This design comes from an exercise in tuning for small area, a short achievable clock period and few clock cycles on the open sky130 flow, not from production work. RTL that was checked went through simulation tests only; none was proved equivalent to the original.

// MandelbrotGen
module MandelbrotGen(
		input Clk_100M,           
		input  [4:0]BTNS,         
		input  SW0,               
		input  SW15,              
		output reg [18:0] addrA,  
		output reg [11:0] dinA,   
		output reg wea            
    );
For scale: roughly 3800 cells after synthesis.
Settings: LEC_CHECK=0, ABC_AREA=1, CAP_MARGIN=70, CORE_MARGIN=2, CORE_UTILIZATION=40, SETUP_SLACK_MARGIN=5, SLEW_MARGIN=70, SYNTH_HIERARCHICAL=1, SYNTH_MINIMUM_KEEP_SIZE=0, TNS_END_PERCENT=0; clock period 11.0 ns.
standard.sh (not shown) runs the stock make flow with config.mk's settings and CLKGATE_MAP_FILE= SYNTH_SCRIPT=/design/flow/synth_recipe.tcl, a recipe that flattens the netlist after the stock synthesis.
==> flow/flow/run.sh <==
#!/bin/bash
# Layout flow: the standard synthesis (standard.sh synth), then the
# standard ORFS layout steps (standard.sh's make command) with these changes:
#  - the resizer's timing repair aims for a larger setup slack margin, so that
#    it shortens the critical paths below the clock period;
#  - extra ORFS variables given in EXTRA below.
# Each tool's output goes to a log file in this folder.
set -euo pipefail
MARGIN=7.5
EXTRA='BUFFER_PORTS_ARGS="-buffer_cell sky130_fd_sc_hd__buf_2"'
bash standard.sh synth > synth.log 2>&1
sed -e "s/SETUP_SLACK_MARGIN=[0-9.]*/SETUP_SLACK_MARGIN=$MARGIN/" \
    -e "s|\"\${@:-finish}\"|$EXTRA \"\${@:-finish}\"|" standard.sh > layout.sh
bash layout.sh > layout.log 2>&1
Testbench counts at the start, summed over its fixed seeds: cycles 10,830,570.
Then changed:
--- a/flow/design.v
+++ b/flow/design.v
@@ -17,21 +17,24 @@
 wire raw_restart = SW15 | (|BTNS);
 always @(posedge Clk_100M) begin
 	rst_q   <= SW15;
 	restart <= raw_restart;
 	pan_im  <= ~SW15 & (BTNS[0] | BTNS[1]);
 	pan_re  <= ~SW15 & ~BTNS[0] & ~BTNS[1] & (BTNS[3] | BTNS[4]);
 	pan_sub <= BTNS[0] | (~BTNS[1] & BTNS[3]);
 	zoom    <= BTNS[2];
 	sw0_q   <= SW0;
 end
-reg [17:0] shift, re0, im0;    
+reg [17:0] re0, im0;           
+reg [4:0] sexp;                
+reg szero;                     
+wire [17:0] shift = szero ? 18'd0 : (18'd1 << sexp);
 reg [9:0] xn;                  
 reg [8:0] yn;                  
 reg col0;                      
 reg pix0;                      
 reg ipar;                      
 reg hpar;                      
 reg [17:0] zr1, zi1, cr1, ci1;
 reg [7:0] n1;                  
 reg v1, d1, t1;                
 reg [0:0] xc_q;
@@ -1208,36 +1211,41 @@
 wire take   = (~v2 | retire) & ~restart;
 wire pan = pan_im | pan_re;
 wire [17:0] add_a = pan_im ? im0 : pan_re ? re0 : col0 ? ci1 : cr1;
 wire [17:0] add_b = pan ? {shift[12:0], 5'b0} : shift;
 wire add_sub = pan ? pan_sub : col0;
 wire [17:0] add_r = add_a + (add_b ^ {18{add_sub}}) + {17'b0, add_sub};
 wire [17:0] crn = col0 ? re0 : add_r;
 wire [17:0] cin = pix0 ? im0 : col0 ? add_r : ci1;
 wire [17:0] pre0 = pan_re ? add_r : re0;
 wire [17:0] pim0 = pan_im ? add_r : im0;
-reg [17:0] nshift, nre0, nim0;
+reg [17:0] nre0, nim0;
+reg [4:0] nsexp;
+reg nszero;
 always @* begin
-	nshift = shift; nre0 = pre0; nim0 = pim0;
+	nsexp = sexp; nszero = szero; nre0 = pre0; nim0 = pim0;
 	if (zoom) begin
 		if (!sw0_q) begin
-			nshift = {shift[16:0], 1'b0};
+			if (sexp == 5'd17) nszero = 1'b1;
+			else               nsexp  = sexp + 5'd1;
 			nre0   = {pre0[16:0], 1'b0};
 			nim0   = {pim0[16:0], 1'b0};
 		end else begin
-			nshift = {1'b0, shift[17:1]};
+			if (sexp == 5'd0)  nszero = 1'b1;
+			else               nsexp  = sexp - 5'd1;
 			nre0   = {pre0[17], pre0[17:1]};
 			nim0   = {pim0[17], pim0[17:1]};
 		end
 	end
 	if (rst_q) begin
-		nshift = 18'd64;
+		nsexp  = 5'd6;         
+		nszero = 1'b0;
 		nre0   = 18'h3B000;    
 		nim0   = 18'h03C00;    
 	end
 end
 wire [17:0] zr_nx = take ? crn : nzr;
 wire [17:0] zi_nx = take ? cin : nzi;
 always @(posedge Clk_100M) begin
 	xc_q <= xc_w;
 	t0_q <= t0_w;
 	t1_q <= t1_w;
@@ -1255,21 +1263,21 @@
 		if (take) begin
 		cr1 <= crn; ci1 <= cin;
 		n1 <= 8'd0; d1 <= 1'b0; t1 <= ipar;
 	end else begin
 		cr1 <= cr2; ci1 <= ci2;
 		n1 <= d2 ? n2 : n2 + 8'd1;
 		d1 <= d2 | stop; t1 <= t2;
 	end
 	v1 <= ~restart & (v2 | take);
 	if (restart) begin
-		shift <= nshift; re0 <= nre0; im0 <= nim0;
+		sexp <= nsexp; szero <= nszero; re0 <= nre0; im0 <= nim0;
 		xn <= 10'd0; yn <= 9'd0; col0 <= 1'b1; pix0 <= 1'b1; ipar <= 1'b0;
 	end else if (take) begin
 		ipar <= ~ipar;
 		pix0 <= 1'b0;
 		if (xn == 10'd639) begin
 			xn   <= 10'd0;
 			col0 <= 1'b1;
 			if (yn == 9'd479) begin
 				yn   <= 9'd0;
 				pix0 <= 1'b1;
The new run went through all stages and came out clean. Synthesized area drops by 0.35%. Global-route usage increases by 0.27 points. Setup slack loses 0.041 ns. Clock-buffer cell count drops by 8. Clock skew increases by 0.0048 ns. Critical path depth climbs by 4. Core utilization increases by 0.59 points. Fmax falls by 1.1%.
No functional check of the RTL was part of the second run of this note.


== the baseline ==
MandelbrotGen, a different RTL version from the one above (not shown whole).
Size in the first run: about 350 flip-flops, about 40 I/O pins, about 30000 sq um of cells after synthesis.
export LEC_CHECK = 0
export ABC_AREA = 1
export CAP_MARGIN = 70
export CORE_MARGIN = 2
export CORE_UTILIZATION = 40
export CTS_BUF_LIST = sky130_fd_sc_hd__clkbuf_8
export CTS_CLUSTER_DIAMETER = 100
export CTS_CLUSTER_SIZE = 10
export SETUP_SLACK_MARGIN = 5
export SLEW_MARGIN = 70
export SYNTH_HIERARCHICAL = 1
export SYNTH_MINIMUM_KEEP_SIZE = 0
export TNS_END_PERCENT = 0
create_clock -name core_clock -period 11.0 [get_ports {Clk_100M}]
Scripts as last shown in full above: flow/flow/run.sh
The baseline: full flow OK, the timing, design-rule and antenna checks passed
The following lists how the candidate was set up differently from the baseline:
diff --git a/flow/design.v b/flow/design.v
--- a/flow/design.v
+++ b/flow/design.v
@@ -39,13 +39,14 @@
 reg [17:0] t1_q;
 reg [17:0] u1_q;
 reg [17:0] yh1_q;
 reg [0:0] yc_q;
 reg [17:0] zh0_q;
 reg [17:0] zh1_q;
-reg [0:0] zc_q;
+reg [12:0] zl0_q;
+reg [12:0] zl1_q;
 reg [17:0] cr2, ci2;
 reg [7:0] n2;
 reg v2, d2, t2;
 wire [17:0] zr1_n = ~zr1;
 wire p0;
 mnor2 u_p0 (zr1_n[0], zr1_n[2], p0);
@@ -1695,22 +1696,23 @@
 wire p1310, p1311;
 mha u_p1310 (p1303, p1308, p1310, p1311);
 wire p1312, p1313;
 mfa u_p1312 (p999, p1018, p1035, p1312, p1313);
 wire p1314, p1315;
 mfa u_p1314 (p1307, p1312, p1309, p1314, p1315);
-wire [13:0] z_lo = {1'b0, {p1095, p1085, p1082, p1072, p1059, p1056, p1050, p1044, p1040, p1037, p876, p856, zi1[1]}} + {1'b0, {p1106, p1094, p1084, p1074, p1066, p1058, p1052, p1046, p1042, p1038, p1036, 1'b0, p855}};
 wire [0:0] xc_w = {x_lo[14]};
 wire [17:0] t0_w = {p834, p832, p830, p828, p826, p824, p822, p820, p818, p816, p814, p812, p810, p808, p806, p804, p802, p800};
 wire [17:0] t1_w = {p833, p831, p829, p827, p825, p823, p821, p819, p817, p815, p813, p811, p809, p807, p805, p803, p801, 1'b0};
 wire [17:0] u1_w = {p852, p851, p850, p849, p848, p847, p846, p845, p844, p843, p842, p841, p840, p839, p838, p837, p836, 1'b1};
 wire [17:0] yh1_w = {p795, p794, p785, p784, p771, p770, p753, p752, p731, p730, p718, p704, p677, p676, p662, p648, p636, p624};
 wire [0:0] yc_w = {y_lo[14]};
 wire [17:0] zh0_w = {p1311, p1310, p1299, p1298, p1283, p1282, p1263, p1262, p1239, p1238, p1211, p1210, p1179, p1163, p1147, p1133, p1119, p1116};
 wire [17:0] zh1_w = {p1314, p1305, p1304, p1291, p1290, p1273, p1272, p1251, p1250, p1225, p1224, p1195, p1194, p1178, p1162, p1146, p1132, p1118};
-wire [0:0] zc_w = {z_lo[13]};
+wire [12:0] zl0_w = {p1095, p1085, p1082, p1072, p1059, p1056, p1050, p1044, p1040, p1037, p876, p856, zi1[1]};
+wire [12:0] zl1_w = {p1106, p1094, p1084, p1074, p1066, p1058, p1052, p1046, p1042, p1038, p1036, 1'b0, p855};
+wire [13:0] z_lo = {1'b0, zl0_q} + {1'b0, zl1_q};
 wire q0, q1;
 mfa u_q0 (t0_q[0], t1_q[0], yh1_q[0], q0, q1);
 wire q2, q3;
 mfa u_q2 (t0_q[1], t1_q[1], yh1_q[1], q2, q3);
 wire q4, q5;
 mfa u_q4 (t0_q[2], t1_q[2], yh1_q[2], q4, q5);
@@ -1853,13 +1855,13 @@
 wire q142, q143;
 mfa u_q142 (zh0_q[17], zh1_q[17], ci2[17], q142, q143);
 wire [18:0] s_sum_t = {{q34, q32, q30, q28, q26, q24, q22, q20, q18, q16, q14, q12, q10, q8, q6, q4, q2, q0}, yc_q[0]} + {{q33, q31, q29, q27, q25, q23, q21, q19, q17, q15, q13, q11, q9, q7, q5, q3, q1, xc_q[0]}, yc_q[0]};
 wire [17:0] s_sum = s_sum_t[18:1];
 wire [18:0] nzr_t = {{q106, q104, q102, q100, q98, q96, q94, q92, q90, q88, q86, q84, q82, q80, q78, q76, q74, q72}, 1'b0} + {{q105, q103, q101, q99, q97, q95, q93, q91, q89, q87, q85, q83, q81, q79, q77, q75, q73, ~yc_q[0]}, 1'b0};
 wire [17:0] nzr = nzr_t[18:1];
-wire [18:0] nzi_t = {{q142, q140, q138, q136, q134, q132, q130, q128, q126, q124, q122, q120, q118, q116, q114, q112, q110, q108}, 1'b0} + {{q141, q139, q137, q135, q133, q131, q129, q127, q125, q123, q121, q119, q117, q115, q113, q111, q109, zc_q[0]}, 1'b0};
+wire [18:0] nzi_t = {{q142, q140, q138, q136, q134, q132, q130, q128, q126, q124, q122, q120, q118, q116, q114, q112, q110, q108}, 1'b0} + {{q141, q139, q137, q135, q133, q131, q129, q127, q125, q123, q121, q119, q117, q115, q113, q111, q109, z_lo[13]}, 1'b0};
 wire [17:0] nzi = nzi_t[18:1];
 wire esc_s  = (s_sum >= 18'd65505) & (s_sum <= 18'd131039);
 wire stop   = esc_s | (n2 == 8'd149);
 wire retire = v2 & d2 & (t2 == hpar) & ~restart;
 wire take   = (~v2 | retire) & ~restart;
 wire pan = pan_im | pan_re;
@@ -1899,13 +1901,14 @@
 	t1_q <= t1_w;
 	u1_q <= u1_w;
 	yh1_q <= yh1_w;
 	yc_q <= yc_w;
 	zh0_q <= zh0_w;
 	zh1_q <= zh1_w;
-	zc_q <= zc_w;
+	zl0_q <= zl0_w;
+	zl1_q <= zl1_w;
 	cr2 <= cr1; ci2 <= ci1; n2 <= n1; d2 <= d1; t2 <= t1;
 	v2 <= v1 & ~restart;
 	zr1 <= zr_nx;
 	zi1 <= zi_nx;
 		if (take) begin
 		cr1 <= crn; ci1 <= cin;
Notes after the runs:
Biggest cell delay along the critical path, the baseline and the candidate: lower on the candidate
Measured against each other, the baseline and the candidate differ in amount of wire on met2 after detailed routing, the higher figure coming from the candidate.
Compared with the baseline, in the candidate estimated wirelength of the detail-placed design up 3.1%, clock-buffer cell count up 4, y dimension of the die up 0.96%, total length of routed wires up 9.9 mm.
Looking at cell area after synthesis, the candidate sits 2.0% higher than the baseline does.
Vias: the candidate above the baseline
The area of combinational cells with multiple inputs in the candidate was higher than what the baseline gave.
The final reports for the candidate and the baseline show sequential share of cell area higher in the former.
Looking at instance count after placement with tap cells included, the candidate sits about 2.8% higher than the baseline does.
Testbench counts of the candidate, summed over its fixed seeds: cycles 10,830,570.
Function not checked in the baseline: the RTL went through the layout flow alone.

static timing again, ports no longer ideal:
How much do the figures lean on ideal ports? The routed layouts below were timed once more, with nothing changed but the port constraints. Step 1 assumes that a clkbuf_16 drives the clock port and a buf_2 every other input. Step 2 also shifts input and output timing later by t, the mid clock arrival at the registers, as if the neighbouring blocks saw the same clock. Slacks: ideal ports / drivers / drivers and shift; pairs: ideal ports / drivers.
run | t, ns | setup WS [ns] | hold WS [ns] | worst slew at a driven data input, ns
the first run of note 1 | 0.647 | 7.274 / 7.274 / 7.274 | 0.325 / 0.325 / 0.325 | 0.03
the second run of note 1 | 0.649 | 7.233 / 7.233 / 7.233 | 0.325 / 0.325 / 0.325 | 0.03
the baseline | 0.692 | 6.916 / 6.916 / 6.916 | 0.317 / 0.317 / 0.317 | 0.03
the candidate | 0.746 | 7.365 / 7.365 / 7.365 | 0.327 / 0.327 / 0.327 | 0.03
After both steps setup and hold are still met in every run listed.
